Source: an optimization exercise on an open RTL-to-GDS flow (aim: small area). Production flows keep margins and buffers that such runs may drop. Only simulation tests tie the RTL to the original design; equivalence was not proved. The clock port is modelled as an ideal driver; clocking choices that lean on that would not hold on a real chip. No activity file was given, so power comes from the tool's default toggle rates.

==> design/flow/run.sh <==
#!/bin/bash
# synth_recipe.tcl (not shown) runs the flow's synth.tcl, then flattens the netlist and writes it again
# the make line also repeats each setting of config.mk as NAME=value (left out here)
make -C /OpenROAD-flow-scripts/flow DESIGN_CONFIG=/design/flow/config.mk WORK_HOME=/design/flow/orfs CLKGATE_MAP_FILE= SYNTH_SCRIPT=/design/flow/synth_recipe.tcl finish
==> design/flow/config.mk <==
export PLATFORM = sky130hd
export DESIGN_NAME = stopwatch
export DESIGN_NICKNAME = stopwatch
export VERILOG_FILES = /design/flow/design.v
export SDC_FILE = /design/flow/constraint.sdc
export NUM_CORES = 4
export LEC_CHECK = 0
export CAP_MARGIN = 20
export CORE_MARGIN = 2
export CORE_UTILIZATION = 40
export SLEW_MARGIN = 20
==> design/flow/constraint.sdc <==
create_clock -name core_clock -period 12.0 [get_ports {clk}]
set_input_delay 2.4000 -clock core_clock [delete_from_list [all_inputs] [get_ports {clk}]]
set_output_delay 2.4000 -clock core_clock [all_outputs]
set_load 0.01 [all_outputs]
==> design/flow/design.v <==
`timescale 1ns / 1ps
module clock_divider(
    input wire clk,
    input wire rst,
    output wire tick,
    output wire scan,
    output wire sample,
    output wire blink
);
reg [4:0] k32;
reg [2:0] a;
reg [6:0] b;
wire a_wrap = (a[2]);           
always @(posedge clk) begin
    if (rst) begin
        k32 <= 5'd0;
        a <= 3'd0;
        b <= 7'd0;
    end else begin
        k32 <= k32 + 5'd1;
        a <= a_wrap ? 3'd0 : a + 3'd1;
        if (a_wrap)
            b <= (b == 7'd124) ? 7'd0 : b + 7'd1;
    end
end
wire a0 = (a == 3'd0);
assign tick   = a0 && (b == 7'd0) && (k32[2:0] == 3'd4);
assign scan   = a0 && (k32[1:0] == 2'd2);
assign sample = (k32 == 5'd15);
assign blink  = k32[0] ^ a[0] ^ b[0];
endmodule
`timescale 1ns / 1ps
module debouncer(
    input clk_sys,
    input rst,
    input en,
    input button,
    output button_output,
    output rise
);
reg [4:0] count;
reg out;
wire [4:0] c = count;
wire ge2 = (c[0] & (c[1] | c[2] | c[3] | c[4])) | (c[1] & (c[2] | c[3] | c[4]))
         | (c[2] & (c[3] | c[4])) | (c[3] & c[4]);
wire ge3 = (c[0] & c[1] & (c[2] | c[3] | c[4])) | (c[0] & c[2] & (c[3] | c[4]))
         | (c[0] & c[3] & c[4]) | (c[1] & c[2] & (c[3] | c[4])) | (c[1] & c[3] & c[4])
         | (c[2] & c[3] & c[4]);
wire hi = ge3;
wire lo = ~ge2;
always @(posedge clk_sys) begin
    if (rst) begin
        count <= 5'b0;
        out <= 1'b0;
    end else if (en) begin
        count <= {count[3:0], button};
        out <= hi | (out & ~lo);
    end
end
assign button_output = out;
assign rise = en & hi & ~out;
endmodule
`timescale 1ns / 1ps
module stopwatch(
    input clk,
    input reset,
    input btnd,
    input btnr,
    input [7:0] sw,
    output [7:0] seg,
    output [3:0] an
    );
wire tick, scan, sample, blink;
clock_divider ClockDivider(.clk(clk), .rst(reset), .tick(tick), .scan(scan),
    .sample(sample), .blink(blink));
wire clr;
wire clr_rise_unused;
debouncer RstDebouncer(.clk_sys(clk), .rst(reset), .en(sample), .button(btnd),
    .button_output(clr), .rise(clr_rise_unused));
wire pause_out_unused;
wire pause_rise;
debouncer PauseDebouncer(.clk_sys(clk), .rst(reset), .en(sample), .button(btnr),
    .button_output(pause_out_unused), .rise(pause_rise));
reg paused;
always @(posedge clk) begin
    if (reset)
        paused <= 1'b0;
    else if (pause_rise)
        paused <= ~paused;
end
reg adj;     
always @(posedge clk) begin
    if (reset)
        adj <= 1'b0;
    else if (scan)
        adj <= sw[0];
end
reg [3:0] s0;    
reg [2:0] s1;    
reg [3:0] m0;    
reg [2:0] m1;    
reg half;        
reg blink_m, blink_s;
wire run = tick & ~paused;
wire s0_9 = s0[3] & s0[0];
wire s1_5 = s1[2] & s1[0];
wire m0_9 = m0[3] & m0[0];
wire m1_5 = m1[2] & m1[0];
wire inc_s = run & (adj ? sw[1] : half);
wire inc_m = run & (adj ? ~sw[1] : (half & s0_9 & s1_5));
always @(posedge clk) begin
    if (reset || clr) begin
        s0 <= 4'd0;
        s1 <= 3'd0;
        m0 <= 4'd0;
        m1 <= 3'd0;
        half <= 1'b0;
        blink_m <= 1'b0;
        blink_s <= 1'b0;
    end else begin
        if (inc_s) begin
            s0 <= s0_9 ? 4'd0 : s0 + 4'd1;
            if (s0_9)
                s1 <= s1_5 ? 3'd0 : s1 + 3'd1;
        end
        if (inc_m) begin
            m0 <= m0_9 ? 4'd0 : m0 + 4'd1;
            if (m0_9)
                m1 <= m1_5 ? 3'd0 : m1 + 3'd1;
        end
        if (run) begin
            if (!adj)
                half <= ~half;
            blink_m <= adj & ~sw[1];
            blink_s <= adj & sw[1];
        end
    end
end
reg [1:0] pos;
reg on;
reg [3:0] dig;
always @(posedge clk) begin
    if (reset) begin
        pos <= 2'd3;
        on <= 1'b0;
        dig <= 4'd0;
    end else if (scan) begin
        pos <= pos + 2'd1;
        on <= 1'b1;
        case (pos)
            2'd3: dig <= s0;
            2'd0: dig <= {1'b0, s1};
            2'd1: dig <= m0;
            default: dig <= {1'b0, m1};
        endcase
    end
end
assign an[0] = ~(on & (pos == 2'd0)) | (blink_s & blink);
assign an[1] = ~(on & (pos == 2'd1)) | (blink_s & blink);
assign an[2] = ~(on & (pos == 2'd2)) | (blink_m & blink);
assign an[3] = ~(on & (pos == 2'd3)) | (blink_m & blink);
wire [3:0] d = dig;
wire [6:0] segs;
assign segs[0] = ~d[3] & ~d[1] & (d[2] ^ d[0]);
assign segs[1] = d[2] & (d[1] ^ d[0]);
assign segs[2] = ~d[2] & d[1] & ~d[0];
assign segs[3] = (d[2] & ~d[1] & ~d[0]) | (~d[2] & ~d[1] & d[0] & ~d[3]) | (d[2] & d[1] & d[0]);
assign segs[4] = d[0] | (d[2] & ~d[1]);
assign segs[5] = (~d[3] & ~d[2] & d[0]) | (~d[2] & d[1]) | (d[1] & d[0]);
assign segs[6] = (~d[3] & ~d[2] & ~d[1]) | (d[2] & d[1] & d[0]);
assign seg = {1'b1, segs};
endmodule
==> results of run 1 <==
-- flip-flops by register name, indices dropped and copies added (netlist names), 2 cells and up --
register / cells
ClockDivider.b: 7
ClockDivider.k32: 5
PauseDebouncer.count: 5
RstDebouncer.count: 5
dig: 4
m0: 4
s0: 4
ClockDivider.a: 3
m1: 3
s1: 3
pos: 2
-- report_power, final --
| group | switching, W | leakage (nW) | internal (W) |
|---|---|---|---|
| Clock | 0.0000565 | 0.0546 | 0.0000618 |
| Combinational | 0.0000125 | 0.642 | 0.00000920 |
| Sequential | 0.00000296 | 0.428 | 0.000179 |
| Total | 0.0000719 | 1.12 | 0.000250 |
-- layout make-up --
type	instances	share of cell area [%]
Inverter	15	1.85
Sequential cell	53	34.9
Multi-Input combinational cell	217	50.8
Clock buffer	5	2.27
Tap cell	80	3.30
Timing Repair Buffer	17	5.52
Clock inverter	2	1.28
-- per-layer routing --
metal	vias up	track usage, %	wire (um)	share of wire, %
met2	26	22.7	2310	48
li1	1069	-	-	-
met4	0	3.13	19	0.39
met1	944	18.5	2340	49
met5	-	0	0	0
met3	2	3.90	145	3.0
-- layout by cell type, fill, tap and decap left out, drive strengths merged, types with 2 or more instances in the layout --
master | Yosys | layout
a21o | 2 | 2
nand2b | 4 | 4
mux2 | 2 | 2
and3 | 3 | 3
a41o | 2 | 2
and4bb | 2 | 2
a222oi | 3 | 3
nand4 | 3 | 3
nor3 | 7 | 7
nand2 | 24 | 24
ha | 18 | 18
dfxtp | 53 | 53
nor3b | 3 | 3
a21oi | 15 | 15
or2 | 4 | 4
o211ai | 2 | 2
nand3b | 4 | 4
clkbuf | 8 | 5
inv | 15 | 16
o31ai | 4 | 4
xnor2 | 7 | 7
clkdlybuf4s50 | 0 | 16
nand3 | 5 | 5
nor2b | 4 | 4
a31o | 2 | 2
o21ai | 11 | 11
xor2 | 5 | 5
mux2i | 19 | 19
or3 | 7 | 7
nor2 | 32 | 32
o311ai | 2 | 2
maj3 | 2 | 2
nand4b | 2 | 2
o2bb2ai | 2 | 2
-- stage by stage --
stage	hold slack, ps	worst slack (ps)	instances
final	469	7760	389
after global routing	494	7570	389
after detailed placement	454	7730	382
after floorplan	432	8530	298
after global placement	445	7720	382
after CTS	468	7750	389
-- cell families after synthesis --
| kind of cell | after synthesis |
|---|---|
| compound gates | 53 |
| xor+xnor | 12 |
| fa+ha+maj | 20 |
| buf+inv | 28 |
| flops | 53 |
| mux | 21 |
| other cells | 1 |
| simple gates | 110 |
-- final timing paths --
| path | depth (start not counted) | startpoint | endpoint |
|---|---|---|---|
| worst min register to register | 2 | blink_s$_SDFFE_PP0P_ | blink_s$_SDFFE_PP0P_ |
| worst max register to register | 5 | ClockDivider.k32[0]$_SDFF_PP0_ | paused$_SDFFE_PP0P_ |
| worst max-delay path | 5 | ClockDivider.k32[0]$_SDFF_PP0_ | an[0] |
| worst min-delay path | 2 | blink_s$_SDFFE_PP0P_ | blink_s$_SDFFE_PP0P_ |
-- worst reg2reg max path, stage by stage, from the launching register on --
cell	delay (ps)
dfxtp_1	420
ha_1	210
and3_1	160
ha_1	590
nor4b_1	340
mux2_2	370
==> impl_metrics.csv, run 1 <==
group,metric,value,unit
route,num_vias,2041,
floorplan,core,6680,sq um
setup_path,crit_chain,"xnor2_1 > xnor2_1 > a21oi_1 > nand2_1 > clkdlybuf4s50_1",
synthesis,synth_cells,298,
setup_path,critPathKind,"reg2out",
placed_design,dpl_cell_area,2930,sq um
clock_network,post_cts_resized,0,
setup_path,critPathMaxFanout,5,
synthesis,yosys.area_share.simple,22.5,%
power,power.density,106,nW/um^2
sta,finalCritPeriodShare,35.3,%
setup_path,critPathCaptureType,"primary output",
synthesis,ys_seq_elements,53,
synthesis,synth_area,2720,sq um
route,totalWireLength,4.82,mm
placed_design,port_buffers,16,
layout,syn_to_final_growth,11.5,%
global_routing,antenna_found_initial,0,
setup_path,critPathArrivalTime,1840,ps
power,peakVddDrop,0.0625,mV
synthesis,muxShareOfSynthArea,7.81,%
clock_network,ctsHtreeMaxLevel,2,
floorplan,floorplan.die_area,7490,sq um
synthesis,synth.avg_cell_area,9.14,sq um
route,wl_per_cell,12.4,um
sta,setup_violations,0,
clock_network,tritoncts,"yes",
hold_path,worstHoldPathType,"reg2reg",
placed_design,dpl.hpwl,3.41,mm
floorplan,initial_utilization,40.8,%
floorplan,fp-row-count,30,
setup_path,max_stage_delay,480,ps
global_routing,grt_overflow,0,
setup_path,slowest_stage,"clkdlybuf4s50_1",
synthesis,synthAdderAreaFrac,9.00,%
synthesis,synth_compound_area_share,13.4,%
layout,fillerInstances,640,
clock_network,cts-root-buf,"clkbuf_8",
synthesis,synth_top_area_cell,"dfxtp_1",
floorplan,die_width,86.5,um
layout,seqCellArea,1060,sq um
route,drc,0,
layout,multi_input_area,1540,sq um
synthesis,synth_top_cells_by_count,"53 x dfxtp_1, 32 x nor2_1, 24 x nand2_1, 19 x mux2i_1, 18 x ha_1",
route,drt_iter0_drc,106,
synthesis,synth_top_family_by_area,"simple AND/OR/NAND/NOR gates",
synthesis,synth_nets,328,
clock_network,ctsHoldBuffers,0,
synthesis,netlist.area_leader.share,39.0,%
floorplan,die_height,86.5,um
synthesis,yosysMostFrequentCell,"dfxtp_1",
global_routing,grt_first_pass_wirelength,8.47,mm
clock_network,cts_sinks,53,
sta,skew,7.45,ps
sta,worst_pin_slew,926,ps
global_routing,track_usage,14.0,%
synthesis,ys_types,57,
power,total_power,0.000321,W
placed_design,gp_congestion,0.769,
clock_network,cts.clk_slew.worst_paths,90,ps
sta,fmax,236,MHz
sta,finalCriticalPeriod,4240,ps
synthesis,netlist_top_cells_area,"dfxtp_1 39%, ha_1 8.3%, mux2i_1 7.0%",
global_routing,grt_max_degree,37,
sta,rsz0062_at_grt,"no",
route,vias_per_cell,5.25,
synthesis,ys.warnings.count,3,
synthesis,synth-xor-area-share,3.86,%
floorplan,num_io_pins,24,
setup_path,reg2reg_slack,9800,ps
sta,slew_violations,0,
status,outcome,"no timing/DRC/antenna violations",
clock_network,cts_buffer_depth,2,
setup_path,crit_family,"buffers and inverters",
layout,utilization,45.4,%
route,first_pass_iters,4,
setup_path,worstPathRequired,9600,ps
sta,slew_headroom,38.0,%
synthesis,async_flop_share,0,%
run,max_cap_viol_count,0,
global_routing,first_global_vias,1856,
layout,num_antenna_cells,0,
synthesis,synth_edf_count,0,
setup_path,cpMostUsedCell,"xnor2_1",
synthesis,ys_seq_area_share,39.0,%
clock_network,cts_buffers,5,
layout,finalNetCount,339,
sta,tns,0,ps
power,p_leak,1.12,nW
route,ant_nets,0,
clock_network,clk_latency,300,ps
sta,final_hold_viol_count,0,
synthesis,synth_ff_type,"dfxtp_1",
clock_network,post_cts_buffers,0,
setup_path,cp_num_buf_inv,1,
setup_path,startpoint_type,"flip-flop",
layout,drive_gt1_share,7.44,%
layout,final_area,3040,sq um
==> run 2, diff against run 1 <==
--- a/design/flow/design.v
+++ b/design/flow/design.v
@@ -10,18 +10,19 @@
 reg [4:0] k32;
-reg [2:0] a;
-reg [6:0] b;
-wire a_wrap = (a[2]);           
+reg [2:0] a;    
+reg [6:0] b;    
+reg bl;
+wire a_wrap = a[2] & ~a[1];
+wire a0 = ~a[2] & ~a[0];
+wire fb = b[6] ^ (b[5] | ~b[4]);
+wire b_last = (b == 7'h40);   
 always @(posedge clk) begin
     if (rst) begin
-        k32 <= 5'd0;
-        a <= 3'd0;
-        b <= 7'd0;
+        k32 <= 5'd0; a <= 3'd0; b <= 7'd0; bl <= 1'b0;
     end else begin
         k32 <= k32 + 5'd1;
-        a <= a_wrap ? 3'd0 : a + 3'd1;
-        if (a_wrap)
-            b <= (b == 7'd124) ? 7'd0 : b + 7'd1;
+        a <= {a[1:0], ~(a[1] | a[2])};
+        if (a_wrap) b <= {b[5:0], fb};
+        if (a_wrap && b_last) bl <= ~bl;
     end
 end
-wire a0 = (a == 3'd0);
 assign tick   = a0 && (b == 7'd0) && (k32[2:0] == 3'd4);
@@ -29,3 +30,3 @@
 assign sample = (k32 == 5'd15);
-assign blink  = k32[0] ^ a[0] ^ b[0];
+assign blink  = bl;
 endmodule
@@ -110,4 +111,13 @@
 wire inc_m = run & (adj ? ~sw[1] : (half & s0_9 & s1_5));
+wire clear = reset | clr;
+wire [3:0] t_s0 = {inc_s & s0[0] & (s0[3] | (s0[2] & s0[1])), inc_s & s0[0] & s0[1],
+                   inc_s & s0[0] & ~s0[3], inc_s};
+wire inc_s1 = inc_s & s0_9;
+wire [2:0] t_s1 = {inc_s1 & s1[0] & (s1[1] | s1[2]), inc_s1 & s1[0] & ~s1[2], inc_s1};
+wire [3:0] t_m0 = {inc_m & m0[0] & (m0[3] | (m0[2] & m0[1])), inc_m & m0[0] & m0[1],
+                   inc_m & m0[0] & ~m0[3], inc_m};
+wire inc_m1 = inc_m & m0_9;
+wire [2:0] t_m1 = {inc_m1 & m1[0] & (m1[1] | m1[2]), inc_m1 & m1[0] & ~m1[2], inc_m1};
 always @(posedge clk) begin
-    if (reset || clr) begin
+    if (clear) begin
         s0 <= 4'd0;
@@ -120,12 +130,6 @@
     end else begin
-        if (inc_s) begin
-            s0 <= s0_9 ? 4'd0 : s0 + 4'd1;
-            if (s0_9)
-                s1 <= s1_5 ? 3'd0 : s1 + 3'd1;
-        end
-        if (inc_m) begin
-            m0 <= m0_9 ? 4'd0 : m0 + 4'd1;
-            if (m0_9)
-                m1 <= m1_5 ? 3'd0 : m1 + 3'd1;
-        end
+        s0 <= s0 ^ t_s0;
+        s1 <= s1 ^ t_s1;
+        m0 <= m0 ^ t_m0;
+        m1 <= m1 ^ t_m1;
         if (run) begin
==> design/flow/flow/run.sh (new file) <==
#!/bin/bash
# Own layout flow: the standard synthesis, then an area re-mapping of the
# combinational logic (flip-flops untouched), then the standard layout with
# smaller port buffers and a clock tree without dummy loads.
set -euo pipefail
W=$(pwd)
F=$W/flow
PLAT=${FLOW_PLATFORM:-sky130hd}
R=$W/orfs/results/$PLAT/stopwatch/base
YOSYS=$FLOW_HOME/../tools/install/yosys/bin/yosys
[ -x "$YOSYS" ] || YOSYS=yosys
LIB=$FLOW_HOME/platforms/$PLAT/lib/sky130_fd_sc_hd__tt_025C_1v80.lib

bash standard.sh synth > $W/log_1_synth.txt 2>&1

cp $R/1_2_yosys.v $W/standard_synth.v
python3 $F/mkmodels.py $W/standard_synth.v $LIB > $W/cell_models.v
REMAP_LIB=$LIB REMAP_MODELS=$W/cell_models.v REMAP_IN=$W/standard_synth.v \
REMAP_OUT=$W/remapped.v REMAP_STAT=$W/remap_stat.txt REMAP_ABC=$F/remap.abc \
REMAP_DONT_USE="$(cat $F/dont_use.txt)" \
  $YOSYS -c $F/remap.tcl > $W/log_2_remap.txt 2>&1

cp $W/remapped.v $R/1_2_yosys.v
rm -f $R/1_synth.odb $R/1_synth.sdc

bash standard.sh \
  "BUFFER_PORTS_ARGS=-buffer_cell sky130_fd_sc_hd__buf_1" \
  "CTS_ARGS=$(cat $F/cts_args.txt)" \
  finish > $W/log_3_layout.txt 2>&1
==> design/flow/flow/cts_args.txt (new file) <==
-sink_clustering_enable -repair_clock_nets -buf_list sky130_fd_sc_hd__clkbuf_8 -dont_use_dummy_load
==> design/flow/flow/dont_use.txt (new file) <==
sky130_fd_sc_hd__lpflow_bleeder_1 sky130_fd_sc_hd__lpflow_clkbufkapwr_1 sky130_fd_sc_hd__lpflow_clkbufkapwr_16 sky130_fd_sc_hd__lpflow_clkbufkapwr_2 sky130_fd_sc_hd__lpflow_clkbufkapwr_4 sky130_fd_sc_hd__lpflow_clkbufkapwr_8 sky130_fd_sc_hd__lpflow_clkinvkapwr_1 sky130_fd_sc_hd__lpflow_clkinvkapwr_16 sky130_fd_sc_hd__lpflow_clkinvkapwr_2 sky130_fd_sc_hd__lpflow_clkinvkapwr_4 sky130_fd_sc_hd__lpflow_clkinvkapwr_8 sky130_fd_sc_hd__lpflow_decapkapwr_12 sky130_fd_sc_hd__lpflow_decapkapwr_3 sky130_fd_sc_hd__lpflow_decapkapwr_4 sky130_fd_sc_hd__lpflow_decapkapwr_6 sky130_fd_sc_hd__lpflow_decapkapwr_8 sky130_fd_sc_hd__lpflow_inputiso0n_1 sky130_fd_sc_hd__lpflow_inputiso0p_1 sky130_fd_sc_hd__lpflow_inputiso1n_1 sky130_fd_sc_hd__lpflow_inputiso1p_1 sky130_fd_sc_hd__lpflow_inputisolatch_1 sky130_fd_sc_hd__lpflow_isobufsrc_1 sky130_fd_sc_hd__lpflow_isobufsrc_16 sky130_fd_sc_hd__lpflow_isobufsrc_2 sky130_fd_sc_hd__lpflow_isobufsrc_4 sky130_fd_sc_hd__lpflow_isobufsrc_8 sky130_fd_sc_hd__lpflow_isobufsrckapwr_16 sky130_fd_sc_hd__lpflow_lsbuf_lh_hl_isowell_tap_1 sky130_fd_sc_hd__lpflow_lsbuf_lh_hl_isowell_tap_2 sky130_fd_sc_hd__lpflow_lsbuf_lh_hl_isowell_tap_4 sky130_fd_sc_hd__lpflow_lsbuf_lh_isowell_4 sky130_fd_sc_hd__lpflow_lsbuf_lh_isowell_tap_1 sky130_fd_sc_hd__lpflow_lsbuf_lh_isowell_tap_2 sky130_fd_sc_hd__lpflow_lsbuf_lh_isowell_tap_4 sky130_fd_sc_hd__probe_p_8 sky130_fd_sc_hd__probec_p_8 
==> design/flow/flow/mkmodels.py (new file) <==
# Writes Verilog models of the combinational standard cells a netlist uses,
# from the functions in the Liberty file: mkmodels.py NETLIST LIBERTY
import re,sys
lib=open(sys.argv[2]).read()
used=set(re.findall(r'(sky130_fd_sc_hd__\w+)\s',open(sys.argv[1]).read()))
out=[]
for m in re.finditer(r'\n\s*cell\s*\(\s*"?(\w+)"?\s*\)\s*\{',lib):
    name=m.group(1)
    if name not in used: continue
    # find block end
    i=m.end(); depth=1
    while depth:
        c=lib[i]
        if c=='{': depth+=1
        elif c=='}': depth-=1
        i+=1
    body=lib[m.end():i]
    if re.search(r'\bff\s*\(|\blatch\s*\(',body): continue
    pins=re.findall(r'\n\s*pin\s*\(\s*"?(\w+)"?\s*\)\s*\{(.*?)\n\s*\}',body,re.S)
    ins=[];outs=[]
    for p,pb in pins:
        d=re.search(r'direction\s*:\s*"?(\w+)',pb)
        if not d: continue
        if d.group(1)=='input': ins.append(p)
        elif d.group(1)=='output':
            f=re.search(r'function\s*:\s*"([^"]*)"',pb)
            outs.append((p,f.group(1) if f else None))
    if any(f is None for _,f in outs): continue
    def conv(f):
        f=f.replace('!','~').replace('*','&').replace('+','|')
        f=re.sub(r'(\w+)\s+(?=[\w(~])',r'\1 & ',f)  # implicit AND by space
        return f
    ports=ins+[o for o,_ in outs]
    out.append(f"module {name}({', '.join(ports)});")
    for p in ins: out.append(f"  input {p};")
    for o,f in outs: out.append(f"  output {o};\n  assign {o} = {conv(f)};")
    out.append("endmodule")
print('\n'.join(out))
==> design/flow/flow/remap.abc (new file) <==
strash
&get -n
&deepsyn -T 60
&put
dch -f
map -a
topo
==> design/flow/flow/remap.tcl (new file) <==
# Re-maps the combinational logic of the standard synthesis netlist for area.
# The flip-flops stay as they are (same instances, names and cells); every
# combinational cell is replaced by its function and mapped again by ABC.
yosys -import
set lib $::env(REMAP_LIB)
read_verilog $::env(REMAP_MODELS)
read_liberty -lib -ignore_redef $lib
read_verilog $::env(REMAP_IN)
hierarchy -top $::env(FLOW_TOP)
flatten
hierarchy -top $::env(FLOW_TOP)
read_liberty -lib -ignore_redef $lib
techmap
opt -purge
set dont_use {}
foreach c $::env(REMAP_DONT_USE) { lappend dont_use -dont_use $c }
abc -script $::env(REMAP_ABC) -liberty $lib {*}$dont_use
setundef -zero
splitnets
opt_clean -purge
hilomap -singleton -hicell sky130_fd_sc_hd__conb_1 HI -locell sky130_fd_sc_hd__conb_1 LO
insbuf -buf sky130_fd_sc_hd__buf_4 A X
opt_clean -purge
tee -o $::env(REMAP_STAT) stat -liberty $lib
check -assert
write_verilog -noattr -nohex -nodec $::env(REMAP_OUT)
==> design/flow/standard.sh (new file) <==
#!/bin/bash
# synth_recipe.tcl (not shown) runs the flow's synth.tcl, then flattens the netlist and writes it again
# the make line also repeats each setting of config.mk as NAME=value (left out here)
make -C /OpenROAD-flow-scripts/flow DESIGN_CONFIG=/design/flow/config.mk WORK_HOME=/design/flow/orfs CLKGATE_MAP_FILE= SYNTH_SCRIPT=/design/flow/synth_recipe.tcl "${@:-finish}"
removed: design/flow/run.sh
==> run 2 against run 1 <==
Effect of this change: clock skew up 25 ps; final cell count down 3.9%; critical path depth grew 2; clock-buffer cell count stayed put; sequential power about the same; non-clock buffer count decreased by 1; synthesized area shrank 18%; sequential share of layout area is 11 points higher; critical path type unchanged; synthesized cell count decreased by 1.7%; design area shrank 22%; core utilization is 1.9 points lower; highest routed layer unchanged; register-to-register slack lost 610 ps; largest power group unchanged.
==> impl_metrics.csv, run 2 <==
group,metric,value,unit
status,outcome,"no timing/DRC/antenna violations",
clock_network,clk_latency,310,ps
power,internal_power,0.000222,W
sta,rsz0062_at_grt,"no",
placed_design,dpl.hpwl,3.11,mm
power,p_leak,0.791,nW
power,power_switching,0.0000619,W
sta,fin_ws,7700,ps
power,swShare,21.8,%
route,drt_iter0_drc,52,
route,num_vias,1846,
setup_path,startpoint_type,"flip-flop",
route,wl_per_cell,11.2,um
floorplan,initial_utilization,41.2,%
placed_design,dp.cells,369,
layout,instances_no_fill,374,
floorplan,die_width,78.8,um
global_routing,first_global_vias,1646,
setup_path,critPathArrivalTime,1900,ps
layout,seqCellArea,1080,sq um
floorplan,die_height,78.8,um
route,vias_per_cell,4.94,
run,max_cap_viol_count,0,
layout,fillerInstances,565,
sta,final_hold_viol_count,0,
clock_network,cts-root-buf,"clkbuf_8",
sta,fmax,233,MHz
clock_network,cts.clk_slew.worst_paths,110,ps
global_routing,grt_max_degree,19,
global_routing,track_usage,14.3,%
power,seq_power_share,64.6,%
synthesis,synth_nets,305,
clock_network,tritoncts,"yes",
clock_network,post_cts_buffers,0,
synthesis,synth.avg_cell_area,7.64,sq um
route,ant_nets,0,
sta,slew_violations,0,
synthesis,ys.warnings.count,3,
sta,tns,0,ps
layout,drive_gt1_share,2.98,%
sta,setup_violations,0,
global_routing,grt_overflow,0,
route,drc,0,
sta,skew,32.5,ps
synthesis,synth_area,2240,sq um
floorplan,num_io_pins,24,
sta,finalCriticalPeriod,4300,ps
placed_design,port_buffers,16,
sta,finalCritPeriodShare,35.8,%
floorplan,fp-row-count,27,
route,totalWireLength,4.17,mm
layout,final_common_cell,"dfxtp_1",
setup_path,critPathKind,"reg2out",
hold_path,worstHoldPathType,"reg2reg",
global_routing,grt_first_pass_wirelength,7.05,mm
placed_design,gp_congestion,0.778,
clock_network,cts_sinks,54,
sta,slew_headroom,63.8,%
clock_network,ctsHtreeMaxLevel,2,
global_routing,antenna_found_initial,0,
floorplan,floorplan.die_area,6210,sq um
power,power.density,120,nW/um^2
setup_path,worstPathRequired,9600,ps
power,clockPowerShare,31.8,%
sta,worst_pin_slew,543,ps
layout,num_antenna_cells,0,
layout,multi_input_area,868,sq um
clock_network,cts_buffers,5,
floorplan,core,5440,sq um
route,first_pass_iters,4,
power,p_comb_share,3.6,%
layout,final_cell_mix,"54 x dfxtp_1, 53 x clkinv_1, 42 x nor2_1, 27 x nand2_1, 20 x a21oi_1",
clock_network,post_cts_resized,0,
synthesis,synth_cells,293,
setup_path,critPathMaxFanout,4,
layout,largest-register,"ClockDivider.b",
setup_path,critPathCaptureType,"primary output",
clock_network,cts_buffer_depth,2,
placed_design,pre_cts_ws,7800,ps
sta,timing.hold.ws,426,ps
layout,finalNetCount,316,
power,peakVddDrop,0.0550,mV
layout,largest_reg_flops,7,
layout,syn_to_final_growth,5.76,%
clock_network,ctsHoldBuffers,0,
run 2: layout make-up:
class	instances	share of cell area, %
multi-input combinational	174	36.7
tap	72	3.81
timing repair buffer	16	2.54
inverter	53	8.40
clock buffer	5	2.91
sequential	54	45.7
run 2: metrics by stage:
stage / power, W / area (sq um) / util [%]
after detailed placement: 0.000198 / 2300 / 42.3
after global routing: 0.000295 / 2370 / 43.5
after floorplan: 0.000195 / 2240 / -
after global placement: 0.000198 / 2300 / 42.3
after CTS: 0.000289 / 2370 / 43.5
final: 0.000284 / 2370 / 43.5
run 2: path summary, 6_finish.rpt:
check	start	endpoint	slack, ps	depth (start not counted)
setup / recovery	dig[2]$_SDFFE_PP0P_	seg[6]	7700	7
hold / removal	ClockDivider.a[1]$_SDFF_PP0_	ClockDivider.a[0]$_SDFF_PP0_	430	1
setup reg to reg	ClockDivider.b[5]$_SDFFE_PP0P_	s1[2]$_SDFF_PP0_	9190	15
hold reg to reg	ClockDivider.a[1]$_SDFF_PP0_	ClockDivider.a[0]$_SDFF_PP0_	430	1
run 2: worst max-delay path, cell delays in order (launching register included):
cell      delay [ps]
dfxtp_1          390
clkinv_1         130
o21ai_0          320
nand2_1          130
a21oi_1          190
clkinv_1         120
a21oi_1          140
buf_1            160
run 2: layer usage:
layer  part of all wire [%]  global-route usage [%]
met3                    3.9                    3.75
met1                     52                    18.4
met2                     43                    22.3
met4                    1.3                    6.84
met5                      0                       0
run 2: power groups by stage:
stage | Clock [W] | Combinational, W | Sequential [W]
CTS | 0.0000951 | 0.0000104 | 0.000183
finish | 0.0000904 | 0.0000102 | 0.000183
global placement | 0 | 0.0000103 | 0.000188
global route | 0.0000993 | 0.0000118 | 0.000184
detailed placement | 0 | 0.0000104 | 0.000188
floorplan | 0 | 0.00000768 | 0.000187
==> run 3, diff against run 2 <==
--- a/design/flow/design.v
+++ b/design/flow/design.v
@@ -93,5 +93,3 @@
 always @(posedge clk) begin
-    if (reset)
-        adj <= 1'b0;
-    else if (scan)
+    if (scan)
         adj <= sw[0];
@@ -104,3 +102,27 @@
 reg blink_m, blink_s;
+reg P;
+wire clear = reset | clr;
 wire run = tick & ~paused;
+always @(posedge clk) begin
+    if (clear) begin
+        half <= 1'b0;
+        blink_m <= 1'b0;
+        blink_s <= 1'b0;
+    end else if (run) begin
+        if (!adj)
+            half <= ~half;
+        blink_m <= adj & ~sw[1];
+        blink_s <= adj & sw[1];
+    end
+end
+always @(posedge clk) begin
+    if (reset) begin
+        P <= 1'b0;
+    end else begin
+        if (scan)
+            P <= 1'b0;
+        else if (run & ~clr)
+            P <= 1'b1;
+    end
+end
 wire s0_9 = s0[3] & s0[0];
@@ -109,5 +131,4 @@
 wire m1_5 = m1[2] & m1[0];
-wire inc_s = run & (adj ? sw[1] : half);
-wire inc_m = run & (adj ? ~sw[1] : (half & s0_9 & s1_5));
-wire clear = reset | clr;
+wire inc_s = P & (adj ? blink_s : ~half);
+wire inc_m = P & (adj ? blink_m : (~half & s0_9 & s1_5));
 wire [3:0] t_s0 = {inc_s & s0[0] & (s0[3] | (s0[2] & s0[1])), inc_s & s0[0] & s0[1],
@@ -121,3 +142,3 @@
 always @(posedge clk) begin
-    if (clear) begin
+    if (reset || (scan && clr)) begin
         s0 <= 4'd0;
@@ -126,6 +147,3 @@
         m1 <= 3'd0;
-        half <= 1'b0;
-        blink_m <= 1'b0;
-        blink_s <= 1'b0;
-    end else begin
+    end else if (scan) begin
         s0 <= s0 ^ t_s0;
@@ -134,8 +152,2 @@
         m1 <= m1 ^ t_m1;
-        if (run) begin
-            if (!adj)
-                half <= ~half;
-            blink_m <= adj & ~sw[1];
-            blink_s <= adj & sw[1];
-        end
     end
@@ -144,3 +156,2 @@
 reg on;
-reg [3:0] dig;
 always @(posedge clk) begin
@@ -149,13 +160,15 @@
         on <= 1'b0;
-        dig <= 4'd0;
     end else if (scan) begin
-        pos <= pos + 2'd1;
+        pos <= {pos[1] ^ pos[0], ~pos[0]};
         on <= 1'b1;
-        case (pos)
-            2'd3: dig <= s0;
-            2'd0: dig <= {1'b0, s1};
-            2'd1: dig <= m0;
-            default: dig <= {1'b0, m1};
-        endcase
     end
+end
+reg [3:0] dig;
+always @(*) begin
+    case (pos)
+        2'd0: dig = s0;
+        2'd1: dig = {1'b0, s1};
+        2'd2: dig = m0;
+        default: dig = {1'b0, m1};
+    endcase
 end
==> design/flow/flow/run.sh (replaced) <==
#!/bin/bash
# Own layout flow: the standard synthesis, then an area re-mapping of the
# combinational logic (flip-flops untouched: same instances, names and cells),
# then the standard layout with smaller port buffers and a clock tree
# without dummy loads. Each tool writes its full output to a log_* file here.
set -euo pipefail
W=$(pwd)
F=$W/flow
PLAT=${FLOW_PLATFORM:-sky130hd}
R=$W/orfs/results/$PLAT/stopwatch/base
YOSYS=$FLOW_HOME/../tools/install/yosys/bin/yosys
[ -x "$YOSYS" ] || YOSYS=yosys
LIB=$FLOW_HOME/platforms/$PLAT/lib/sky130_fd_sc_hd__tt_025C_1v80.lib

bash standard.sh synth > $W/log_1_synth.txt 2>&1

cp $R/1_2_yosys.v $W/standard_synth.v
python3 $F/mkmodels.py $W/standard_synth.v $LIB > $W/cell_models.v

# map with ABC under several random seeds, four at a time, and keep the smallest
SEEDS="1 2 3 4 5 6 7 8"
for S in $SEEDS; do
  sed "s/@SEED@/$S/" $F/remap.abc > $W/remap_$S.abc
  REMAP_LIB=$LIB REMAP_MODELS=$W/cell_models.v REMAP_IN=$W/standard_synth.v \
  REMAP_OUT=$W/remapped_$S.v REMAP_STAT=$W/remap_stat_$S.txt REMAP_ABC=$W/remap_$S.abc \
  REMAP_DONT_USE="$(cat $F/dont_use.txt)" \
    $YOSYS -c $F/remap.tcl > $W/log_2_remap_$S.txt 2>&1 &
  if [ $((S % 4)) -eq 0 ]; then wait; fi
done
wait
best=""; bestarea=""
for S in $SEEDS; do
  a=$(grep "Chip area" $W/remap_stat_$S.txt | awk '{print $NF}') || continue
  [ -n "$a" ] || continue
  if [ -z "$best" ] || awk "BEGIN{exit !($a < $bestarea)}"; then best=$S; bestarea=$a; fi
done
echo "remap: chose $best with area $bestarea" > $W/log_2_remap_choice.txt
cp $W/remapped_$best.v $R/1_2_yosys.v
rm -f $R/1_synth.odb $R/1_synth.sdc

bash standard.sh \
  "BUFFER_PORTS_ARGS=-buffer_cell sky130_fd_sc_hd__buf_1" \
  "CTS_ARGS=$(cat $F/cts_args.txt)" \
  finish > $W/log_3_layout.txt 2>&1
==> design/flow/flow/remap.abc (replaced) <==
strash
&get -n
&deepsyn -S @SEED@ -T 20
&dch -f
&nf -R 1000
&put
topo
--- a/design/flow/flow/remap.tcl
+++ b/design/flow/flow/remap.tcl
@@ -10,2 +10,6 @@
 flatten
+# hide the wires flattening made from the cells' pins, so that ABC's outputs
+# drive the ports directly
+opt_clean -purge
+yosys rename -hide w:_*_.*
 hierarchy -top $::env(FLOW_TOP)
@@ -21,2 +25,3 @@
 hilomap -singleton -hicell sky130_fd_sc_hd__conb_1 HI -locell sky130_fd_sc_hd__conb_1 LO
+opt_clean -purge
 insbuf -buf sky130_fd_sc_hd__buf_4 A X
==> run 3 against run 2 <==
Effect of this change: still clean; global-route usage grew 1.1 points; via count shrank 9.8%; final cell count shrank 17%; core utilization grew 3.4 points; sequential share of layout area grew 0.24 points; critical endpoint is now seg[0]; largest cell class unchanged.
==> impl_metrics.csv, run 3 <==
group,metric,value,unit
setup_path,crit_chain,"nor2b_1 > a22oi_1 > nand3_1 > a221o_1 > a21oi_1 > nand2_1 > a21oi_1 > buf_1",
route,ant_nets,0,
placed_design,gp_congestion,0.790,
floorplan,core,4790,sq um
clock_network,cts-root-buf,"clkbuf_8",
layout,multi_input_area,980,sq um
layout,largest_reg_flops,7,
hold_path,worstHoldPathType,"reg2reg",
sta,finalCritPeriodShare,38.3,%
global_routing,first_global_vias,1486,
synthesis,synth.avg_cell_area,9.19,sq um
synthesis,ys.warnings.count,3,
global_routing,track_usage,15.4,%
clock_network,clk_latency,300,ps
sta,slew_headroom,54.0,%
floorplan,die_height,74.9,um
global_routing,grt_overflow,0,
sta,fmax,218,MHz
clock_network,cts_buffers,5,
sta,setup_violations,0,
sta,slew_violations,0,
synthesis,synth_nets,231,
route,num_vias,1666,
global_routing,grt_first_pass_wirelength,6.60,mm
setup_path,cpMostUsedCell,"a21oi_1",
layout,fillerInstances,478,
setup_path,critPathArrivalTime,2190,ps
run,max_cap_viol_count,0,
global_routing,antenna_found_initial,0,
setup_path,reg2reg_slack,9750,ps
power,p_leak,0.852,nW
layout,final_common_cell,"dfxtp_1",
sta,finalCriticalPeriod,4590,ps
layout,utilization,46.9,%
synthesis,synth_cells,219,
power,power.density,122,nW/um^2
layout,largest-register,"ClockDivider.b",
power,peakVddDrop,0.0675,mV
clock_network,post_cts_buffers,0,
clock_network,ctsHtreeMaxLevel,2,
floorplan,num_io_pins,24,
sta,skew,11.6,ps
placed_design,dp.cells,304,
floorplan,floorplan.die_area,5620,sq um
synthesis,synth_area,2010,sq um
layout,num_antenna_cells,0,
clock_network,cts_sinks,51,
layout,instances_no_fill,309,
route,vias_per_cell,5.39,
floorplan,die_width,74.9,um
layout,seqCellArea,1030,sq um
route,drt_iter0_drc,71,
route,drc,0,
layout,syn_to_final_growth,11.6,%
placed_design,dpl.hpwl,2.70,mm
clock_network,cts.clk_slew.worst_paths,90,ps
floorplan,initial_utilization,42.1,%
setup_path,slowest_stage,"dfxtp_1",
status,outcome,"no timing/DRC/antenna violations",
setup_path,critPathMaxFanout,9,
placed_design,port_buffers,16,
route,wl_per_cell,12.2,um
clock_network,post_cts_resized,0,
layout,drive_gt1_share,3.72,%
clock_network,cts_buffer_depth,2,
sta,final_hold_viol_count,0,
setup_path,max_stage_delay,490,ps
layout,finalNetCount,256,
clock_network,ctsHoldBuffers,0,
sta,timing.hold.ws,447,ps
global_routing,grt_max_degree,24,
route,totalWireLength,3.77,mm
setup_path,worstPathRequired,9600,ps
sta,tns,0,ps
sta,worst_pin_slew,690,ps
route,first_pass_iters,5,
floorplan,fp-row-count,25,
power,total_power,0.000274,W
setup_path,startpoint_type,"flip-flop",
layout,final_cell_mix,"50 x dfxtp_1, 24 x a21oi_1, 23 x nor2_1, 20 x nand2_1",
sta,rsz0062_at_grt,"no",
setup_path,critPathKind,"reg2out",
clock_network,tritoncts,"yes",
setup_path,critPathCaptureType,"primary output",
## run 3: cell type report
class                           count  area share (%)
Sequential cell                    51            45.9
Clock buffer                        5            3.06
Tap cell                           67            3.73
Timing Repair Buffer               18            3.34
Multi-Input combinational cell    166            43.6
Inverter                            2           0.334
## run 3: path summary, 6_finish.rpt
path / from / endpoint / depth (start not counted)
setup / recovery: pos[1]$_SDFFE_PP1P_ / seg[0] / 8
hold / removal: ClockDivider.a[1]$_SDFF_PP0_ / ClockDivider.a[0]$_SDFF_PP0_ / 1
setup reg to reg: ClockDivider.b[1]$_SDFFE_PP0P_ / blink_m$_SDFFE_PP0P_ / 7
hold reg to reg: ClockDivider.a[1]$_SDFF_PP0_ / ClockDivider.a[0]$_SDFF_PP0_ / 1
## run 3: through the flow
stage	setup WS [ps]	cell area, sq um
finish	7410	2250
global route	7150	2250
CTS	7400	2240
detailed placement	7740	2170
global placement	7740	2170
floorplan	7830	2010
## run 3: where the power goes
part / internal [W] / leakage, nW / switching (W)
logic: 0.00000434 / 0.403 / 0.00000709
registers: 0.000172 / 0.414 / 0.00000274
clock network: 0.0000377 / 0.0359 / 0.0000495
total: 0.000214 / 0.852 / 0.0000593
## run 3: layer usage
metal / track usage (%) / share of wire, % / up-vias
li1: - / - / 864
met4: 4.96 / 1.2 / 0
met5: 0 / 0 / -
met3: 4.95 / 4.0 / 4
met2: 24.1 / 45 / 26
met1: 20.3 / 49 / 772
## run 3: worst max-delay path: cells and delay by family, from the launching register on
kind,cells,cell delay [ps]
buffers and inverters,1,160
DFF,1,490
AOI/OAI and AO/OA,4,840
and+or+nand+nor,3,410
==> run 4, diff against run 3 <==
--- a/design/flow/config.mk
+++ b/design/flow/config.mk
@@ -10,2 +10,3 @@
 export CORE_UTILIZATION = 40
+export GPL_TIMING_DRIVEN = 0
 export SLEW_MARGIN = 20
==> run 4 against run 3 <==
Effect of this change: still clean; critical path depth is 2 lower; global-route usage grew 0.28 points; clock skew increased by 12 ps; core utilization is 0.18 points lower.
==> impl_metrics.csv, run 4 <==
group,metric,value,unit
status,outcome,"no timing/DRC/antenna violations",
global_routing,grt_max_degree,24,
placed_design,gp_congestion,0.813,
placed_design,port_buffers,16,
clock_network,post_cts_resized,0,
sta,fin_ws,7410,ps
floorplan,floorplan.die_area,5620,sq um
clock_network,cts_buffers,5,
clock_network,tritoncts,"yes",
layout,largest_reg_flops,7,
sta,setup_violations,0,
power,p_leak,0.844,nW
global_routing,grt_first_pass_wirelength,6.70,mm
sta,rsz0062_at_grt,"no",
clock_network,cts-root-buf,"clkbuf_8",
setup_path,startpoint_type,"flip-flop",
sta,final_hold_viol_count,0,
route,drc,0,
floorplan,die_width,74.9,um
global_routing,track_usage,15.7,%
sta,worst_pin_slew,987,ps
synthesis,synth_area,2010,sq um
layout,final_common_cell,"dfxtp_1",
layout,largest-register,"ClockDivider.b",
global_routing,antenna_found_initial,0,
sta,finalCriticalPeriod,4590,ps
layout,finalNetCount,254,
floorplan,num_io_pins,24,
synthesis,synth.avg_cell_area,9.19,sq um
route,num_vias,1666,
sta,finalCritPeriodShare,38.3,%
power,power.density,122,nW/um^2
hold_path,worstHoldPathType,"reg2reg",
power,peakVddDrop,0.0708,mV
layout,final_area,2240,sq um
clock_network,cts_sinks,51,
sta,slew_headroom,34.2,%
setup_path,critPathMaxFanout,9,
placed_design,pre_cts_ws,7730,ps
floorplan,core,4790,sq um
synthesis,synth_nets,231,
placed_design,dpl.hpwl,2.73,mm
global_routing,grt_overflow,0,
route,drt_iter0_drc,90,
layout,drive_gt1_share,3.33,%
layout,num_antenna_cells,0,
synthesis,synth_cells,219,
route,first_pass_iters,4,
sta,tns,0,ps
clock_network,clk_latency,310,ps
sta,fmax,218,MHz
route,vias_per_cell,5.43,
clock_network,ctsHoldBuffers,0,
setup_path,reg2reg_slack,9760,ps
clock_network,ctsHtreeMaxLevel,2,
floorplan,fp-row-count,25,
layout,syn_to_final_growth,11.1,%
clock_network,cts_buffer_depth,2,
setup_path,critPathKind,"reg2out",
route,wl_per_cell,12.5,um
floorplan,die_height,74.9,um
synthesis,ys.warnings.count,3,
route,ant_nets,0,
clock_network,cts.clk_slew.worst_paths,100,ps
sta,skew,24.1,ps
layout,utilization,46.7,%
run,max_cap_viol_count,0,
layout,final_cell_mix,"50 x dfxtp_1, 24 x a21oi_1, 23 x nor2_1, 20 x nand2_1",
route,totalWireLength,3.83,mm
setup_path,critPathCaptureType,"primary output",
floorplan,initial_utilization,42.1,%
setup_path,worstPathRequired,9600,ps
setup_path,critPathArrivalTime,2190,ps
placed_design,dpl_cell_area,2160,sq um
sta,slew_violations,0,
clock_network,post_cts_buffers,0,
global_routing,first_global_vias,1478,
==> run 4: worst paths after layout <==
| kind | cells after the start | endpoint | from |
|---|---|---|---|
| min | 1 | ClockDivider.a[0]$_SDFF_PP0_ | ClockDivider.a[1]$_SDFF_PP0_ |
| min reg2reg | 1 | ClockDivider.a[0]$_SDFF_PP0_ | ClockDivider.a[1]$_SDFF_PP0_ |
| max | 6 | seg[0] | pos[1]$_SDFFE_PP1P_ |
| max reg2reg | 7 | blink_m$_SDFFE_PP0P_ | ClockDivider.b[1]$_SDFFE_PP0P_ |
==> run 4: report_power, final <==
group	leakage, nW	switching (W)	internal (W)
clock	0.0359	0.0000502	0.0000377
combinational	0.394	0.00000694	0.00000403
sequential	0.414	0.00000290	0.000172
total	0.844	0.0000600	0.000214
==> run 4: routing by layer <==
| layer | global-route usage, % | wire [um] |
|---|---|---|
| met1 | 21.2 | 1960 |
| met2 | 23.6 | 1650 |
| met3 | 4.42 | 146 |
| met4 | 6.55 | 70 |
| met5 | 0 | 0 |
==> run 4: worst max-delay path, cell delays in order, from the launching register on <==
cell	delay, ps
dfxtp_1	500
nor2b_1	320
a222oi_1	100
and2_0	240
or3_1	420
a21oi_1	150
buf_1	160
==> run 4: final cells by class <==
| type | count | area, sq um |
|---|---|---|
| inverter | 2 | 7.51 |
| sequential | 51 | 1030 |
| fill | 496 | 2550 |
| timing repair buffer | 16 | 60.1 |
| multi-input combinational | 166 | 986 |
| clock buffer | 5 | 68.8 |
| tap | 67 | 83.8 |
==> run 4: through the flow <==
step           std cells  power, W  hold slack (ps)
4_1_cts              307  0.000279              463
3_3_place_gp         302  0.000190              437
5_1_grt              307  0.000287              494
6_report             307  0.000274              462
2_1_floorplan        219  0.000186              408
3_5_place_dp         302  0.000190              445
==> run 5, diff against run 4 <==
--- a/design/flow/flow/run.sh
+++ b/design/flow/flow/run.sh
@@ -3,4 +3,4 @@
 # combinational logic (flip-flops untouched: same instances, names and cells),
-# then the standard layout with smaller port buffers and a clock tree
-# without dummy loads. Each tool writes its full output to a log_* file here.
+# then the standard layout with smaller port buffers and a hand-made
+# two-buffer clock tree (manual_cts.tcl). Each tool writes its full output to a log_* file here.
 set -euo pipefail
@@ -43,2 +43,3 @@
   "CTS_ARGS=$(cat $F/cts_args.txt)" \
+  "PRE_CTS_TCL=$F/manual_cts.tcl" \
   finish > $W/log_3_layout.txt 2>&1
==> design/flow/flow/cts_args.txt (replaced) <==
-sink_clustering_enable -repair_clock_nets -buf_list sky130_fd_sc_hd__clkbuf_16 -dont_use_dummy_load
==> design/flow/flow/manual_cts.tcl (new file) <==
# Sourced before clock_tree_synthesis (PRE_CTS_TCL). The design is small, so
# the clock tree is built by hand: the flip-flops are split into two halves by
# x position, and each half is driven by one clock buffer placed at the centre
# of its flip-flops, fed from the clock port. Both halves see the same
# buffer type and a similar load, so the clock arrives alike at all of them.
# clock_tree_synthesis then finds the clock net already buffered and leaves it.
proc manual_clock_tree {ng bufcell clknet} {
  set block [ord::get_db_block]
  set ffs {}
  foreach i [$block getInsts] {
    foreach it [$i getITerms] {
      set net [$it getNet]
      if {[[$it getMTerm] getName] eq "CLK" && $net ne "NULL" && [$net getName] eq $clknet} {
        set loc [$i getLocation]
        lappend ffs [list [lindex $loc 0] [lindex $loc 1] [$i getName]]
      }
    }
  }
  set ffs [lsort -integer -index 0 $ffs]
  set n [llength $ffs]
  set dbu [$block getDbUnitsPerMicron]
  for {set g 0} {$g < $ng} {incr g} {
    set grp [lrange $ffs [expr {$g * $n / $ng}] [expr {($g + 1) * $n / $ng - 1}]]
    set xs 0
    set ys 0
    set pins {}
    foreach f $grp {
      set xs [expr {$xs + [lindex $f 0]}]
      set ys [expr {$ys + [lindex $f 1]}]
      lappend pins [get_pins -of_objects [get_cells [lindex $f 2]] -filter "name==CLK"]
    }
    set cx [expr {$xs / [llength $grp] / double($dbu)}]
    set cy [expr {$ys / [llength $grp] / double($dbu)}]
    insert_buffer -buffer_cell $bufcell -net $clknet -load_pins $pins \
      -location [list $cx $cy] -buffer_name clkbuf_man_$g -net_name clknet_man_$g
    puts "manual clock tree: buffer clkbuf_man_$g drives [llength $grp] flip-flops"
  }
}
manual_clock_tree 2 sky130_fd_sc_hd__clkbuf_16 clk
==> run 5 against run 4 <==
Effect of this change: first-iteration DRC count is 23% lower; design area fell by 0.84%; clock power down 19%; die area unchanged; synthesized area unchanged; setup slack gained 170 ps; via count is 3.4% lower; final cell count is 0.98% lower; sequential cell count unchanged; core utilization is 0.39 points lower.
==> impl_metrics.csv, run 5 <==
group,metric,value,unit
floorplan,num_io_pins,24,
floorplan,die_width,74.9,um
power,p_leak,0.832,nW
global_routing,track_usage,14.2,%
sta,rsz0062_at_grt,"no",
synthesis,ys.warnings.count,3,
route,first_pass_iters,4,
power,power.density,116,nW/um^2
setup_path,crit_family,"simple AND/OR/NAND/NOR gates",
setup_path,critPathMaxFanout,9,
route,drt_iter0_drc,69,
floorplan,floorplan.die_area,5620,sq um
power,internal_power,0.000207,W
setup_path,startpoint_type,"flip-flop",
clock_network,post_cts_buffers,0,
power,total_power,0.000258,W
layout,final_common_cell,"dfxtp_1",
setup_path,crit_chain,"nor2b_1 > a222oi_1 > and2_0 > or3_1 > a21oi_1 > buf_1",
layout,final_area,2220,sq um
hold_path,worstHoldPathType,"reg2reg",
layout,drive_gt1_share,2.11,%
setup_path,critical_path.startpoint,"pos[1]$_SDFFE_PP1P_",
global_routing,first_global_vias,1468,
global_routing,grt_overflow,0,
synthesis,synth.avg_cell_area,9.19,sq um
layout,largest-register,"ClockDivider.b",
setup_path,worstPathRequired,9600,ps
route,wl_per_cell,12.2,um
sta,finalCritPeriodShare,36.9,%
clock_network,clk_latency,160,ps
layout,num_antenna_cells,0,
placed_design,port_buffers,16,
placed_design,pre_cts_ws,7730,ps
clock_network,post_cts_resized,0,
route,num_vias,1609,
sta,tns,0,ps
hold_path,hold_start,"ClockDivider.a[1]$_SDFF_PP0_",
synthesis,synth_cells,219,
global_routing,grt.busiest_layer,"met2",
power,clockPowerShare,27.7,%
sta,setup_violations,0,
setup_path,critPathArrivalTime,2030,ps
sta,slew_headroom,34.4,%
sta,worst_pin_slew,983,ps
route,drc,0,
sta,skew,9.77,ps
sta,slew_violations,0,
floorplan,core,4790,sq um
route,totalWireLength,3.72,mm
placed_design,dpl.hpwl,2.73,mm
layout,largest_reg_flops,7,
power,swShare,19.7,%
setup_path,slowest_stage,"dfxtp_1",
layout,syn_to_final_growth,10.2,%
clock_network,ctsHoldBuffers,0,
layout,utilization,46.4,%
global_routing,grt_max_degree,27,
sta,final_hold_viol_count,0,
route,vias_per_cell,5.29,
floorplan,fp-row-count,25,
setup_path,cp_num_buf_inv,1,
setup_path,critPathKind,"reg2out",
global_routing,grt.met1_usage,20.9,%
floorplan,die_height,74.9,um
floorplan,initial_utilization,42.1,%
sta,fmax,226,MHz
sta,fin_ws,7570,ps
sta,finalCriticalPeriod,4430,ps
placed_design,gp_congestion,0.813,
global_routing,grt_util_met3,1.07,%
setup_path,critPathCaptureType,"primary output",
global_routing,gr-usage-met2,24.0,%
power,power_switching,0.0000506,W
power,seq_power_share,68.0,%
route,ant_nets,0,
global_routing,antenna_found_initial,0,
layout,finalNetCount,251,
setup_path,max_stage_delay,490,ps
placed_design,dpl_cell_area,2160,sq um
synthesis,synth_nets,231,
setup_path,rr_startpoint,"ClockDivider.b[1]$_SDFFE_PP0P_",
synthesis,synth_area,2010,sq um
layout,final_cell_mix,"50 x dfxtp_1, 24 x a21oi_1, 23 x nor2_1, 20 x nand2_1",
clock_network,cts.clk_slew.worst_paths,100,ps
power,peakVddDrop,0.103,mV
power,p_comb_share,4.3,%
status,outcome,"no timing/DRC/antenna violations",
run,max_cap_viol_count,0,
global_routing,grt_first_pass_wirelength,6.63,mm
[run 5: layer usage]
| layer | wire length (um) | vias up |
|---|---|---|
| met1 | 1940 | 740 |
| met5 | 0 | - |
| li1 | - | 855 |
| met2 | 1660 | 12 |
| met3 | 90 | 2 |
| met4 | 29 | 0 |
[run 5: worst paths after layout]
kind / end / slack (ps) / cells past startpoint
worst max-delay path: seg[0] / 7570 / 6
worst max register to register: blink_m$_SDFFE_PP0P_ / 9750 / 7
worst min register to register: ClockDivider.a[0]$_SDFF_PP0_ / 460 / 1
worst min-delay path: ClockDivider.a[0]$_SDFF_PP0_ / 460 / 1
[run 5: worst register-to-register path: stages, from the launching register on]
cell and delay [ps]:
dfxtp_1 330, or4_1 510, nor3_1 230, nand4b_1 130, or4_1 460, nor3_1 290, nand2_1 90, o21ai_0 130
[run 5: through the flow]
step           cells  hold WS [ps]
2_1_floorplan    219           408
3_3_place_gp     302           437
3_5_place_dp     302           445
4_1_cts          304           446
5_1_grt          304           501
6_report         304           463
[run 5: layout make-up, clock buffers not listed]
| class | count | area (sq um) |
|---|---|---|
| fill | 496 | 2570 |
| multi-input combinational | 166 | 986 |
| inverter | 2 | 7.51 |
| timing repair buffer | 16 | 60.1 |
| tap | 67 | 83.8 |
| sequential | 51 | 1030 |
[run 5: power groups by stage]
| stage | Sequential (W) | Combinational [W] | Clock, W |
|---|---|---|---|
| floorplan | 0.000178 | 0.00000737 | 0 |
| global placement | 0.000179 | 0.0000109 | 0 |
| finish | 0.000175 | 0.0000110 | 0.0000714 |
| global route | 0.000176 | 0.0000126 | 0.0000814 |
| detailed placement | 0.000179 | 0.0000111 | 0 |
| CTS | 0.000179 | 0.0000111 | 0.0000558 |
==> run 6, diff against run 5 <==
--- a/design/flow/design.v
+++ b/design/flow/design.v
@@ -16,3 +16,3 @@
 wire fb = b[6] ^ (b[5] | ~b[4]);
-wire b_last = (b == 7'h40);   
+wire b0 = (b == 7'd0);
 always @(posedge clk) begin
@@ -23,7 +23,7 @@
         a <= {a[1:0], ~(a[1] | a[2])};
-        if (a_wrap) b <= {b[5:0], fb};
-        if (a_wrap && b_last) bl <= ~bl;
+        if (a0) b <= {b[5:0], fb};
+        if (a_wrap && b0) bl <= ~bl;
     end
 end
-assign tick   = a0 && (b == 7'd0) && (k32[2:0] == 3'd4);
+assign tick   = a0 && b0 && (k32[2:0] == 3'd4);
 assign scan   = a0 && (k32[1:0] == 2'd2);
--- a/design/flow/flow/run.sh
+++ b/design/flow/flow/run.sh
@@ -4,3 +4,3 @@
 # then the standard layout with smaller port buffers and a hand-made
-# two-buffer clock tree (manual_cts.tcl). Each tool writes its full output to a log_* file here.
+# three-buffer clock tree (manual_cts.tcl). Each tool writes its full output to a log_* file here.
 set -euo pipefail
==> design/flow/flow/cts_args.txt (replaced) <==
-sink_clustering_enable -repair_clock_nets -buf_list sky130_fd_sc_hd__clkbuf_8 -dont_use_dummy_load
--- a/design/flow/flow/manual_cts.tcl
+++ b/design/flow/flow/manual_cts.tcl
@@ -1,5 +1,5 @@
 # Sourced before clock_tree_synthesis (PRE_CTS_TCL). The design is small, so
-# the clock tree is built by hand: the flip-flops are split into two halves by
-# x position, and each half is driven by one clock buffer placed at the centre
-# of its flip-flops, fed from the clock port. Both halves see the same
+# the clock tree is built by hand: the flip-flops are split into three groups
+# by x position, and each group is driven by one clock buffer placed at the
+# centre of its flip-flops, fed from the clock port. All groups see the same
 # buffer type and a similar load, so the clock arrives alike at all of them.
@@ -38,2 +38,2 @@
 }
-manual_clock_tree 2 sky130_fd_sc_hd__clkbuf_16 clk
+manual_clock_tree 3 sky130_fd_sc_hd__clkbuf_8 clk
==> run 6 against run 5 <==
Effect of this change: via count increased by 1.2%; core utilization decreased by 0.42 points; clock skew increased by 3.0 ps; first-iteration DRC count increased by 39%; clock power decreased by about 10%; register-to-register slack got worse by 90 ps; sequential cell count unchanged; setup slack got worse by 280 ps; critical path depth increased by 2; sequential share of layout area increased by 0.42 points; worst hold slack got worse by 34 ps; die area unchanged; largest cell class unchanged; largest power group unchanged; highest routed layer unchanged.
==> impl_metrics.csv, run 6 <==
group,metric,value,unit
power,power_switching,0.0000527,W
sta,slew_violations,0,
layout,final_cell_mix,"50 x dfxtp_1, 30 x nand2_1, 25 x nor2_1, 19 x a21oi_1, 17 x a22o_1",
route,ant_nets,0,
layout,finalNetCount,261,
global_routing,grt_max_degree,18,
power,swShare,20.8,%
floorplan,die_height,74.9,um
synthesis,synth_cells,228,
layout,drive_gt1_share,1.21,%
setup_path,critPathMaxFanout,9,
clock_network,cts.clk_slew.worst_paths,100,ps
clock_network,clk_latency,160,ps
layout,instances_no_fill,314,
synthesis,ys.warnings.count,3,
sta,setup_violations,0,
route,num_vias,1629,
placed_design,gp_congestion,0.798,
setup_path,critPathArrivalTime,2300,ps
power,peakVddDrop,0.116,mV
route,wl_per_cell,11.9,um
setup_path,critPathKind,"reg2out",
power,p_comb_share,5.2,%
power,power.density,115,nW/um^2
layout,largest-register,"ClockDivider.b",
global_routing,grt_overflow,0,
placed_design,port_buffers,16,
layout,num_antenna_cells,0,
sta,rsz0062_at_grt,"no",
placed_design,dpl_cell_area,2160,sq um
route,drt_iter0_drc,96,
sta,slew_headroom,47.7,%
status,outcome,"no timing/DRC/antenna violations",
clock_network,post_cts_buffers,0,
sta,skew,12.8,ps
route,first_pass_iters,4,
floorplan,die_width,74.9,um
sta,worst_pin_slew,781,ps
route,drc,0,
setup_path,worstPathRequired,9600,ps
sta,finalCriticalPeriod,4700,ps
power,internal_power,0.000201,W
setup_path,startpoint_type,"flip-flop",
placed_design,dp.cells,311,
layout,largest_reg_flops,7,
global_routing,grt_first_pass_wirelength,6.40,mm
hold_path,worstHoldPathType,"reg2reg",
sta,final_hold_viol_count,0,
clock_network,ctsHoldBuffers,0,
sta,fin_ws,7300,ps
placed_design,pre_cts_ws,7520,ps
global_routing,first_global_vias,1415,
layout,syn_to_final_growth,9.20,%
sta,fmax,213,MHz
power,p_leak,0.863,nW
power,clockPowerShare,25.3,%
layout,final_area,2200,sq um
global_routing,track_usage,13.7,%
floorplan,core,4790,sq um
route,vias_per_cell,5.19,
floorplan,initial_utilization,42.1,%
run,max_cap_viol_count,0,
sta,finalCritPeriodShare,39.2,%
layout,final_common_cell,"dfxtp_1",
synthesis,synth.avg_cell_area,8.83,sq um
floorplan,floorplan.die_area,5620,sq um
floorplan,num_io_pins,24,
global_routing,antenna_found_initial,0,
floorplan,fp-row-count,25,
synthesis,synth_nets,240,
synthesis,synth_area,2010,sq um
route,totalWireLength,3.75,mm
sta,tns,0,ps
clock_network,post_cts_resized,0,
placed_design,dpl.hpwl,2.70,mm
power,seq_power_share,69.5,%
setup_path,critPathCaptureType,"primary output",
-- run 6: power groups by stage --
stage                     clock network [W]  registers (W)    logic, W
final                             0.0000641       0.000176   0.0000132
after global routing              0.0000736       0.000177   0.0000152
after CTS                         0.0000486       0.000180   0.0000133
after detailed placement                  0       0.000180   0.0000132
after global placement                    0       0.000180   0.0000132
after floorplan                           0       0.000179  0.00000945
-- run 6: stage by stage --
stage / power, W / util, % / hold slack (ps)
finish: 0.000254 / 45.9 / 429
global route: 0.000266 / 45.9 / 445
CTS: 0.000242 / 45.9 / 417
detailed placement: 0.000194 / 45.1 / 417
global placement: 0.000193 / 45.1 / 410
floorplan: 0.000189 / - / 405
-- run 6: per-layer routing --
| metal | global-route usage [%] | share of wire (%) | vias up | wire length (um) |
|---|---|---|---|---|
| met5 | 0 | 0 | - | 0 |
| met4 | 0.794 | 0.77 | 0 | 29 |
| met3 | 0.937 | 3.9 | 2 | 147 |
| met2 | 23.7 | 45 | 28 | 1670 |
| met1 | 19.7 | 51 | 721 | 1900 |
| li1 | - | - | 878 | - |
-- run 6: final timing paths --
path,end,slack [ps],from,cells after the start
min reg2reg,ClockDivider.a[0]$_SDFF_PP0_,430,ClockDivider.a[1]$_SDFF_PP0_,1
min,ClockDivider.a[0]$_SDFF_PP0_,430,ClockDivider.a[1]$_SDFF_PP0_,1
max,seg[5],7300,pos[0]$_SDFFE_PP1P_,8
max reg2reg,m1[1]$_SDFFE_PP0P_,9660,ClockDivider.a[2]$_SDFF_PP0_,10
-- run 6: cell type report, clock buffers not listed --
type	instances	area (sq um)
fill	481	2590
inverter	4	15.0
multi-input combinational	173	967
sequential	51	1030
tap	67	83.8
timing repair buffer	16	60.1
-- run 6: critical path, cell delays in order, from the launching register on --
cell and delay [ps]:
dfxtp_1 510, nor2b_1 160, a221o_1 380, a21oi_1 260, nand2_1 110, a21boi_0 230, o21ai_0 160, o21ai_0 160
buf_1 160
==> run 7, diff against run 6 <==
--- a/design/flow/design.v
+++ b/design/flow/design.v
@@ -131,4 +131,5 @@
 wire m1_5 = m1[2] & m1[0];
-wire inc_s = P & (adj ? blink_s : ~half);
-wire inc_m = P & (adj ? blink_m : (~half & s0_9 & s1_5));
+wire step = scan & P;
+wire inc_s = step & (adj ? blink_s : ~half);
+wire inc_m = step & (adj ? blink_m : (~half & s0_9 & s1_5));
 wire [3:0] t_s0 = {inc_s & s0[0] & (s0[3] | (s0[2] & s0[1])), inc_s & s0[0] & s0[1],
@@ -147,3 +148,3 @@
         m1 <= 3'd0;
-    end else if (scan) begin
+    end else begin
         s0 <= s0 ^ t_s0;
==> run 7 against run 6 <==
Effect of this change: still clean on timing, DRC and antenna; clock power grew 3.9%; first-iteration DRC count fell by 61%; sequential power hardly changed; design area is the same; sequential cell count did not move; core utilization unchanged; critical path type unchanged.
==> impl_metrics.csv, run 7 <==
group,metric,value,unit
placed_design,port_buffers,16,
sta,rsz0062_at_grt,"no",
clock_network,post_cts_buffers,0,
route,wl_per_cell,12.0,um
synthesis,ys.warnings.count,3,
global_routing,track_usage,13.7,%
setup_path,slowest_stage,"dfxtp_1",
placed_design,gp_congestion,0.763,
route,first_pass_iters,4,
floorplan,floorplan.die_area,5600,sq um
global_routing,grt_max_degree,20,
clock_network,ctsHoldBuffers,0,
floorplan,initial_utilization,42.0,%
sta,finalCritPeriodShare,37.9,%
sta,skew,7.56,ps
setup_path,crit_family,"compound AO/OA/AOI/OAI gates",
synthesis,synth_cells,225,
power,power.density,116,nW/um^2
sta,slew_violations,0,
synthesis,synth_area,2010,sq um
floorplan,die_height,74.9,um
sta,final_hold_viol_count,0,
sta,slew_headroom,43.6,%
floorplan,num_io_pins,24,
status,outcome,"no timing/DRC/antenna violations",
power,p_comb_share,5.1,%
setup_path,critPathCaptureType,"primary output",
clock_network,cts.clk_slew.worst_paths,100,ps
setup_path,worstPathRequired,9600,ps
setup_path,crit_chain,"nor2_1 > a22oi_1 > nand3_1 > a221o_1 > clkinv_1 > o21ai_0 > nor3_1 > buf_1",
route,ant_nets,0,
hold_path,worstHoldPathType,"reg2reg",
sta,fmax,220,MHz
power,peakVddDrop,0.0883,mV
setup_path,critPathKind,"reg2out",
power,internal_power,0.000201,W
sta,finalCriticalPeriod,4550,ps
run,max_cap_viol_count,0,
layout,final_cell_mix,"50 x dfxtp_1, 26 x nor2_1, 23 x a21oi_1, 22 x nand2_1",
sta,worst_pin_slew,846,ps
setup_path,critPathArrivalTime,2150,ps
layout,largest_reg_flops,7,
route,drt_iter0_drc,37,
power,seq_power_share,68.9,%
setup_path,max_stage_delay,510,ps
layout,syn_to_final_growth,9.47,%
synthesis,synth_nets,237,
layout,utilization,45.9,%
global_routing,grt_first_pass_wirelength,6.37,mm
clock_network,clk_latency,160,ps
setup_path,startpoint_type,"flip-flop",
layout,finalNetCount,258,
power,power_switching,0.0000550,W
setup_path,cp_num_buf_inv,2,
power,clockPowerShare,26.0,%
layout,drive_gt1_share,1.64,%
setup_path,critPathMaxFanout,9,
power,swShare,21.5,%
global_routing,grt_overflow,0,
clock_network,post_cts_resized,0,
sta,tns,0,ps
route,drc,0,
layout,fillerInstances,483,
synthesis,synth.avg_cell_area,8.93,sq um
global_routing,antenna_found_initial,0,
layout,largest-register,"ClockDivider.b",
floorplan,core,4790,sq um
floorplan,fp-row-count,25,
route,totalWireLength,3.72,mm
sta,setup_violations,0,
floorplan,die_width,74.9,um
global_routing,first_global_vias,1470,
layout,num_antenna_cells,0,
power,p_leak,0.820,nW
layout,final_common_cell,"dfxtp_1",
placed_design,dpl.hpwl,2.65,mm
route,vias_per_cell,5.31,
route,num_vias,1652,
-- run 7: power groups by stage --
stage	Combinational, W	Clock, W	Sequential (W)
after CTS	0.0000131	0.0000486	0.000180
after detailed placement	0.0000130	0	0.000180
final	0.0000129	0.0000666	0.000176
after global placement	0.0000128	0	0.000180
after floorplan	0.00000913	0	0.000180
after global routing	0.0000149	0.0000744	0.000177
-- run 7: worst reg2reg max path: cells and delay by family (launching register included) --
kind	cells	cell delay, ps
AND/OR/NAND/NOR	8	1710
AO/OA/AOI/OAI	2	250
flip-flops	1	340
-- run 7: per-layer routing --
| metal | share of wire (%) | global-route usage (%) |
|---|---|---|
| met4 | 0.81 | 1.19 |
| met3 | 2.7 | 1.07 |
| met5 | 0 | 0 |
| met2 | 46 | 25.0 |
| met1 | 50 | 18.2 |
-- run 7: through the flow --
stage          area [sq um]  power [W]  cells  hold slack (ps)  setup slack [ps]
5_1_grt                2200   0.000267    311              450              7220
2_1_floorplan          2010   0.000189    225              405              7960
3_3_place_gp           2150   0.000193    308              415              7700
3_5_place_dp           2160   0.000193    308              416              7670
6_report               2200   0.000256    311              431              7450
4_1_cts                2200   0.000242    311              416              7660
-- run 7: final cells by class, clock buffers not listed --
class | count | area [sq um] | share of cell area (%)
tap | 67 | 83.8 | 3.81
timing repair buffer | 16 | 60.1 | 2.73
sequential | 51 | 1030 | 46.9
inverter | 4 | 15.0 | 0.683
multi-input combinational | 170 | 967 | 44.0
-- run 7: path summary, 6_finish.rpt --
check                                    start                      endpoint  slack, ps  depth (start not counted)
setup / recovery           pos[0]$_SDFFE_PP1N_                        seg[0]       7450                          8
hold reg to reg   ClockDivider.a[1]$_SDFF_PP0_  ClockDivider.a[0]$_SDFF_PP0_        430                          1
hold / removal    ClockDivider.a[1]$_SDFF_PP0_  ClockDivider.a[0]$_SDFF_PP0_        430                          1
setup reg to reg  ClockDivider.a[0]$_SDFF_PP0_              m1[1]$_SDFF_PP0_       9660                         10

Setup slack of run 7, layout unchanged: 7.451 ns with ideal ports, 7.409 ns with driving cells assumed (clock clkbuf_16, inputs buf_2), 7.610 ns with port delays also shifted by the 0.201 ns mid clock arrival.
